Source: an optimization exercise on an open RTL-to-GDS flow (aim: small area). Production flows keep margins and buffers that such runs may drop. In this exercise RTL edits were held to simulation tests only and were not proved equivalent to the original. Power figures rest on the tool's default switching activity, not on a simulated workload.

Design PIO, start of the top module:
module PIO #(
  parameter C_DATA_WIDTH = 128,             
  parameter KEEP_WIDTH = C_DATA_WIDTH / 8,               
  parameter TCQ        = 1
)(
  input                         sys_rst,
  input                         user_clk,
  input                         user_reset,
  input                         user_lnk_up,
  output  [1:0]                 pl_directed_link_change,
  output  [1:0]                 pl_directed_link_width,
  output                        pl_directed_link_speed,
  output                        pl_directed_link_auton,
  input                         pl_directed_change_done,
  input                         pl_sel_lnk_rate,
  input [1:0]                   pl_sel_lnk_width,
  input [5:0]                   pl_ltssm_state,
  input                         s_axis_tx_tready,
  output  [C_DATA_WIDTH-1:0]    s_axis_tx_tdata,
  output  [KEEP_WIDTH-1:0]      s_axis_tx_tkeep,
  output                        s_axis_tx_tlast,
  output                        s_axis_tx_tvalid,
  output                        tx_src_dsc,
  input  [C_DATA_WIDTH-1:0]     m_axis_rx_tdata,
  input  [KEEP_WIDTH-1:0]       m_axis_rx_tkeep,
  input                         m_axis_rx_tlast,
  ...
Size in the first run: ~830 flip-flops, about 430 I/O pins, roughly 0.034 sq mm of cells after synthesis.
export LEC_CHECK = 0
export CAP_MARGIN = 20
export CORE_MARGIN = 2
export CORE_UTILIZATION = 40
export SLEW_MARGIN = 20
create_clock -name core_clock -period 8.0 [get_ports {user_clk}]
standard.sh (not shown) runs the stock make flow with config.mk's settings and CLKGATE_MAP_FILE= SYNTH_SCRIPT=/design/flow/synth_recipe.tcl, a recipe that flattens the netlist after the stock synthesis.
==> flow/flow/run.sh <==
#!/bin/bash
# Standard ORFS layout (the standard.sh) with these changes:
#  - synthesis is the standard flow's own script with an area-oriented ABC script
#    (flow/synth.tcl, flow/abc_area.script); the flip-flops are the same;
#  - port buffers use sky130_fd_sc_hd__buf_1 (every port still gets its own buffer);
#  - clock tree: no dummy loads; clkbuf_16 root and trunk, clkbuf_4 leaf buffers
#    driving sink clusters of up to 9 flip-flops within 45 um.
# make's full output goes to flow_make.log; each ORFS step logs under orfs/logs/.
set -euo pipefail
WORK=$(pwd)
bash standard.sh \
  "SYNTH_SCRIPT=$WORK/flow/synth.tcl" \
  "BUFFER_PORTS_ARGS=-buffer_cell sky130_fd_sc_hd__buf_1" \
  "CTS_ARGS=-sink_clustering_enable -repair_clock_nets -dont_use_dummy_load -buf_list {sky130_fd_sc_hd__clkbuf_4 sky130_fd_sc_hd__clkbuf_16} -root_buf sky130_fd_sc_hd__clkbuf_16 -tree_buf sky130_fd_sc_hd__clkbuf_16 -sink_clustering_buffer sky130_fd_sc_hd__clkbuf_4 -sink_clustering_size 9 -sink_clustering_max_diameter 45" \
  finish > flow_make.log 2>&1 || { tail -50 flow_make.log; exit 1; }
tail -5 flow_make.log
==> flow/flow/abc_area.script <==
&get -n
&st
&deepsyn -T 150
&dc2
&dch -f
&nf -R 1000 -p -F 8 -A 4
&put
==> flow/flow/synth.tcl <==
# The standard flow's synthesis script (synth_recipe.tcl, in the folder above this one),
# with one change: ABC maps the combinational logic with an area-oriented
# script (abc_area.script beside this file) instead of ORFS's delay-oriented
# one.  The flip-flops, which dfflibmap maps before ABC runs, are untouched.
set my_abc_script [file join [file dirname [file normalize [info script]]] abc_area.script]
proc abc {args} {
  set i [lsearch -exact $args -script]
  if {$i >= 0} {
    lset args [expr {$i + 1}] $::my_abc_script
  }
  yosys abc {*}$args
}
source [file join [file dirname [file dirname [file normalize [info script]]]] synth_recipe.tcl]
Change:
==> flow/flow/abc_area.script (replaced) <==
&get -n
&st
&dc2
&dch -f
&nf -R 1000 -p -F 8 -A 4
&put
Via count went up by 0.37%.
Fmax came out higher by 18%.
Final cell count came out higher by 2.5%.

---

## try-tundra
Another version of the RTL of PIO (not shown whole).
Size in the first run: about 4500 cells after synthesis, ~430 I/O pins.
make LEC_CHECK=0 CAP_MARGIN=20 CORE_MARGIN=2 CORE_UTILIZATION=40 CTS_BUF_LIST='sky130_fd_sc_hd__clkbuf_4 sky130_fd_sc_hd__clkbuf_8' SLEW_MARGIN=20 finish   # period 8.0 ns
run.sh (not shown) runs the stock make flow with config.mk's settings and CLKGATE_MAP_FILE= SYNTH_SCRIPT=/design/flow/synth_recipe.tcl, a recipe that flattens the netlist after the stock synthesis.
Stock flow here: none of the scripts above is used.
try-tundra completed; timing, DRC and antenna clean
> inputs changed (try-tundra -> try-ember)
- clearing CTS_BUF_LIST, which used to be sky130_fd_sc_hd__clkbuf_4 sky130_fd_sc_hd__clkbuf_8
### Flow results
Row arrival time of the worst setup path: try-ember lower / try-tundra higher. Per the comparison of try-ember with try-tundra, fraction of the cycle the final worst path needs now smaller; share of power burned in the clock network now larger. Final net count for try-ember is lower than for try-tundra. Between try-tundra and try-ember, the flow reports total met3 wirelength after detailed routing decreasing by a few percent.

---

v6:
PIO, a different RTL version from the one above (not shown whole).
Size in the first run: about 3,200 cells after synthesis, roughly 430 I/O pins.
==> flow/config.mk <==
export PLATFORM = sky130hd
export DESIGN_NAME = PIO
export DESIGN_NICKNAME = PIO
export VERILOG_FILES = /design/flow/design.v
export SDC_FILE = /design/flow/constraint.sdc
export NUM_CORES = 4
export LEC_CHECK = 0
export CAP_MARGIN = 0
export CORE_MARGIN = 2
export CORE_UTILIZATION = 40
export SLEW_MARGIN = 0
==> flow/constraint.sdc <==
create_clock -name core_clock -period 8.0 [get_ports {user_clk}]
set_input_delay 1.6000 -clock core_clock [delete_from_list [all_inputs] [get_ports {user_clk}]]
set_output_delay 1.6000 -clock core_clock [all_outputs]
set_load 0.01 [all_outputs]
standard.sh (not shown) runs the stock make flow with config.mk's settings and CLKGATE_MAP_FILE= SYNTH_SCRIPT=/design/flow/synth_recipe.tcl, a recipe that flattens the netlist after the stock synthesis.
==> flow/flow/run.sh <==
#!/bin/bash
# Standard ORFS layout (the standard.sh, standard synthesis) with two changes:
#  - port buffers use sky130_fd_sc_hd__buf_1 (every port still gets its own buffer);
#  - clock tree: no dummy loads; clkbuf_16 root and trunk, clkbuf_4 leaf buffers
#    driving sink clusters of up to 8 flip-flops within 40 um.
# make's full output goes to flow_make.log; each ORFS step logs under orfs/logs/.
set -euo pipefail
bash standard.sh \
  "BUFFER_PORTS_ARGS=-buffer_cell sky130_fd_sc_hd__buf_1" \
  "CTS_ARGS=-sink_clustering_enable -repair_clock_nets -dont_use_dummy_load -buf_list {sky130_fd_sc_hd__clkbuf_4 sky130_fd_sc_hd__clkbuf_16} -root_buf sky130_fd_sc_hd__clkbuf_16 -tree_buf sky130_fd_sc_hd__clkbuf_16 -sink_clustering_buffer sky130_fd_sc_hd__clkbuf_4 -sink_clustering_size 8 -sink_clustering_max_diameter 40" \
  finish > flow_make.log 2>&1 || { tail -50 flow_make.log; exit 1; }
tail -5 flow_make.log
Inputs modified between v6 and v7:
==> flow/run.sh (new file) <==
#!/bin/bash
# synth_recipe.tcl (not shown) runs the flow's synth.tcl, then flattens the netlist and writes it again
# the make line also repeats each setting of config.mk as NAME=value (left out here)
make -C /OpenROAD-flow-scripts/flow DESIGN_CONFIG=/design/flow/config.mk WORK_HOME=/design/flow/orfs CLKGATE_MAP_FILE= SYNTH_SCRIPT=/design/flow/synth_recipe.tcl finish
-- flow/config.mk --
<<< v6, line 6
export NUM_CORES = 4
export LEC_CHECK = 0
export CAP_MARGIN = 0
export CORE_MARGIN = 2
export CORE_UTILIZATION = 40
export SLEW_MARGIN = 0
>>> v7, line 6
export NUM_CORES = 4
export LEC_CHECK = 0
export CAP_MARGIN = 20
export CORE_MARGIN = 2
export CORE_UTILIZATION = 40
export SLEW_MARGIN = 20
removed: flow/flow/run.sh
removed: flow/standard.sh
==> comparison <==
- v7 finished end to end and its layout was clean on timing, DRC and antenna.
- v7 gives less initial antenna violation count than v6 did.
- In the final design statistics, v7 uses more standard cells in total than v6.
- v7 against v6: time the worst path needs with I/O delays and setup went up by 3.0 ps, final cell area excluding filler cells went up by 4000 um^2.
- Of v7 and v6, it is v7 that has the lower worst setup slack.
- From v6 to v7 the numbers moved as follows: area after detailed placement rose about 5.5%, layout buffering overhead excluding clock cells rose 4.5 points.

---

PIO with an RTL version that a note above also has.
For scale: ~3100 cells after synthesis, about 830 flip-flops, ~36000 µm² of cells after synthesis.
Settings: LEC_CHECK=0, CAP_MARGIN=20, CORE_MARGIN=2, CORE_UTILIZATION=40, SLEW_MARGIN=20; clock period 8.0 ns.
==> flow/flow/run.sh <==
#!/bin/bash
# Standard ORFS layout (the standard.sh, standard synthesis) with two changes:
#  - port buffers use sky130_fd_sc_hd__buf_1 (every port still gets its own buffer);
#  - clock tree: no dummy loads; clkbuf_16 root and trunk, clkbuf_4 leaf buffers
#    driving sink clusters of up to 8 flip-flops within 40 um.
# make's full output goes to flow_make.log; each ORFS step logs under orfs/logs/.
set -euo pipefail
bash standard.sh \
  "BUFFER_PORTS_ARGS=-buffer_cell sky130_fd_sc_hd__buf_1" \
  "CTS_ARGS=-sink_clustering_enable -repair_clock_nets -dont_use_dummy_load -buf_list {sky130_fd_sc_hd__clkbuf_4 sky130_fd_sc_hd__clkbuf_16} -root_buf sky130_fd_sc_hd__clkbuf_16 -tree_buf sky130_fd_sc_hd__clkbuf_16 -sink_clustering_buffer sky130_fd_sc_hd__clkbuf_4 -sink_clustering_size 8 -sink_clustering_max_diameter 40" \
  finish > flow_make.log 2>&1 || { tail -50 flow_make.log; exit 1; }
tail -5 flow_make.log
The starting point completed with no timing, DRC or antenna violations.
==> next run, changes <==
==> flow/flow/run.sh (replaced) <==
#!/bin/bash
# Standard ORFS layout (the standard.sh) with these changes:
#  - synthesis is the standard flow's own script with an area-oriented ABC script
#    (flow/synth.tcl, flow/abc_area.script); the flip-flops are the same;
#  - port buffers use sky130_fd_sc_hd__buf_1 (every port still gets its own buffer);
#  - clock tree: no dummy loads; clkbuf_16 root and trunk, clkbuf_4 leaf buffers
#    driving sink clusters of up to 9 flip-flops within 45 um.
# make's full output goes to flow_make.log; each ORFS step logs under orfs/logs/.
set -euo pipefail
WORK=$(pwd)
bash standard.sh \
  "SYNTH_SCRIPT=$WORK/flow/synth.tcl" \
  "BUFFER_PORTS_ARGS=-buffer_cell sky130_fd_sc_hd__buf_1" \
  "CTS_ARGS=-sink_clustering_enable -repair_clock_nets -dont_use_dummy_load -buf_list {sky130_fd_sc_hd__clkbuf_4 sky130_fd_sc_hd__clkbuf_16} -root_buf sky130_fd_sc_hd__clkbuf_16 -tree_buf sky130_fd_sc_hd__clkbuf_16 -sink_clustering_buffer sky130_fd_sc_hd__clkbuf_4 -sink_clustering_size 9 -sink_clustering_max_diameter 45" \
  finish > flow_make.log 2>&1 || { tail -50 flow_make.log; exit 1; }
tail -5 flow_make.log
==> flow/flow/abc_area.script (new file) <==
&get -n
&st
&deepsyn -T 60
&dc2
&dch -f
&nf -R 1000 -p -F 8 -A 4
&put
==> flow/flow/synth.tcl (new file) <==
# The standard flow's synthesis script (synth_recipe.tcl, in the folder above this one),
# with one change: ABC maps the combinational logic with an area-oriented
# script (abc_area.script beside this file) instead of ORFS's delay-oriented
# one.  The flip-flops, which dfflibmap maps before ABC runs, are untouched.
set my_abc_script [file join [file dirname [file normalize [info script]]] abc_area.script]
proc abc {args} {
  set i [lsearch -exact $args -script]
  if {$i >= 0} {
    lset args [expr {$i + 1}] $::my_abc_script
  }
  yosys abc {*}$args
}
source [file join [file dirname [file dirname [file normalize [info script]]]] synth_recipe.tcl]
After rerunning: The new run finished with timing, DRC and antenna clean. Setup slack is worse by 1.4 ns. Maximum frequency is lower by 20%. Routed wire length is lower by 6.5%.
==> next run, changes <==
==> flow/flow/run.sh (replaced) <==
#!/bin/bash
# Standard ORFS layout (the standard.sh) with these changes:
#  - synthesis is the standard flow's own script with an area-oriented ABC script
#    (flow/synth.tcl, flow/abc_area.script); the flip-flops are the same;
#  - port buffers use sky130_fd_sc_hd__buf_1 (every port still gets its own buffer);
#  - clock tree: no dummy loads; clkbuf_16 root and trunk, clkbuf_4 leaf buffers
#    driving sink clusters of up to 9 flip-flops within 40 um.
# make's full output goes to flow_make.log; each ORFS step logs under orfs/logs/.
set -euo pipefail
WORK=$(pwd)
bash standard.sh \
  "SYNTH_SCRIPT=$WORK/flow/synth.tcl" \
  "BUFFER_PORTS_ARGS=-buffer_cell sky130_fd_sc_hd__buf_1" \
  "CTS_ARGS=-sink_clustering_enable -repair_clock_nets -dont_use_dummy_load -buf_list {sky130_fd_sc_hd__clkbuf_4 sky130_fd_sc_hd__clkbuf_16} -root_buf sky130_fd_sc_hd__clkbuf_16 -tree_buf sky130_fd_sc_hd__clkbuf_16 -sink_clustering_buffer sky130_fd_sc_hd__clkbuf_4 -sink_clustering_size 9 -sink_clustering_max_diameter 40" \
  finish > flow_make.log 2>&1 || { tail -50 flow_make.log; exit 1; }
tail -5 flow_make.log
==> flow/flow/abc_area.script (replaced) <==
&get -n
&st
&syn2
&dch
&nf -R 1000 -p
&put
Effect: The new run finished clean; clock power climbs by 13%; non-clock buffer count went down by 19; total power went down by 5.5%.
==> next run, changes <==
==> flow/flow/run.sh (replaced) <==
#!/bin/bash
# Standard ORFS layout (the standard.sh, standard synthesis) with two changes:
#  - port buffers use sky130_fd_sc_hd__buf_1 (every port still gets its own buffer);
#  - clock tree: no dummy loads; clkbuf_16 root and trunk, clkbuf_4 leaf buffers
#    driving sink clusters of up to 9 flip-flops within 40 um.
# make's full output goes to flow_make.log; each ORFS step logs under orfs/logs/.
set -euo pipefail
bash standard.sh \
  "BUFFER_PORTS_ARGS=-buffer_cell sky130_fd_sc_hd__buf_1" \
  "CTS_ARGS=-sink_clustering_enable -repair_clock_nets -dont_use_dummy_load -buf_list {sky130_fd_sc_hd__clkbuf_4 sky130_fd_sc_hd__clkbuf_16} -root_buf sky130_fd_sc_hd__clkbuf_16 -tree_buf sky130_fd_sc_hd__clkbuf_16 -sink_clustering_buffer sky130_fd_sc_hd__clkbuf_4 -sink_clustering_size 9 -sink_clustering_max_diameter 40" \
  finish > flow_make.log 2>&1 || { tail -50 flow_make.log; exit 1; }
tail -5 flow_make.log
removed: flow/flow/abc_area.script
removed: flow/flow/synth.tcl
=>
- first-iteration DRC count climbs by a little under a tenth
- wire length hardly moves
- clock power goes down by a little under a tenth

-- afterwards: timing with drivers on the ports --
In the flow no input, the clock included, has a driving cell. The finished layouts below were timed again as built, in two steps.
Step 1 assumes that a clkbuf_16 drives the clock port and a buf_2 every other input.
Step 2, shift: input delay + t, output delay - t, t = (earliest + latest rising clock arrival at the registers) / 2. This alone moves slack from input paths to output paths.
a / b / c = ideal ports / drivers / drivers and shift; a / b = the first two.
run	t, ns	slack for setup (ns)	latest minus earliest clock arrival (ns)	slew at the worst register clock pin (ns)	worst data-port slew with drivers (ns)
the first run of note 1	0.668	0.781 / 0.781 / 0.614	0.086 / 0.086	0.11 / 0.11	0.12
the second run of note 1	0.673	1.905 / 1.905 / 1.643	0.087 / 0.087	0.11 / 0.11	0.16
try-tundra	0.891	2.290 / 2.223 / 2.498	0.062 / 0.062	0.07 / 0.07	0.08
try-ember	0.738	2.468 / 2.394 / 2.488	0.037 / 0.037	0.07 / 0.07	0.09
v6	0.685	2.591 / 2.522 / 2.383	0.052 / 0.053	0.10 / 0.10	0.16
v7	0.708	2.588 / 2.520 / 2.473	0.024 / 0.023	0.07 / 0.07	0.12
the first run of note 4	0.730	2.217 / 2.217 / 1.889	0.077 / 0.076	0.10 / 0.10	0.13
the second run of note 4	0.668	0.781 / 0.781 / 0.614	0.086 / 0.086	0.11 / 0.11	0.12
the third run of note 4	0.746	1.995 / 1.995 / 1.484	0.055 / 0.055	0.11 / 0.11	0.13
the fourth run of note 4	0.673	2.138 / 2.138 / 1.880	0.086 / 0.086	0.11 / 0.11	0.13
After both steps every run listed still meets setup and hold. The setup slack of the third run of note 4, which loses most, moves by 0.000 ns with the drivers and by -0.511 ns with both steps.
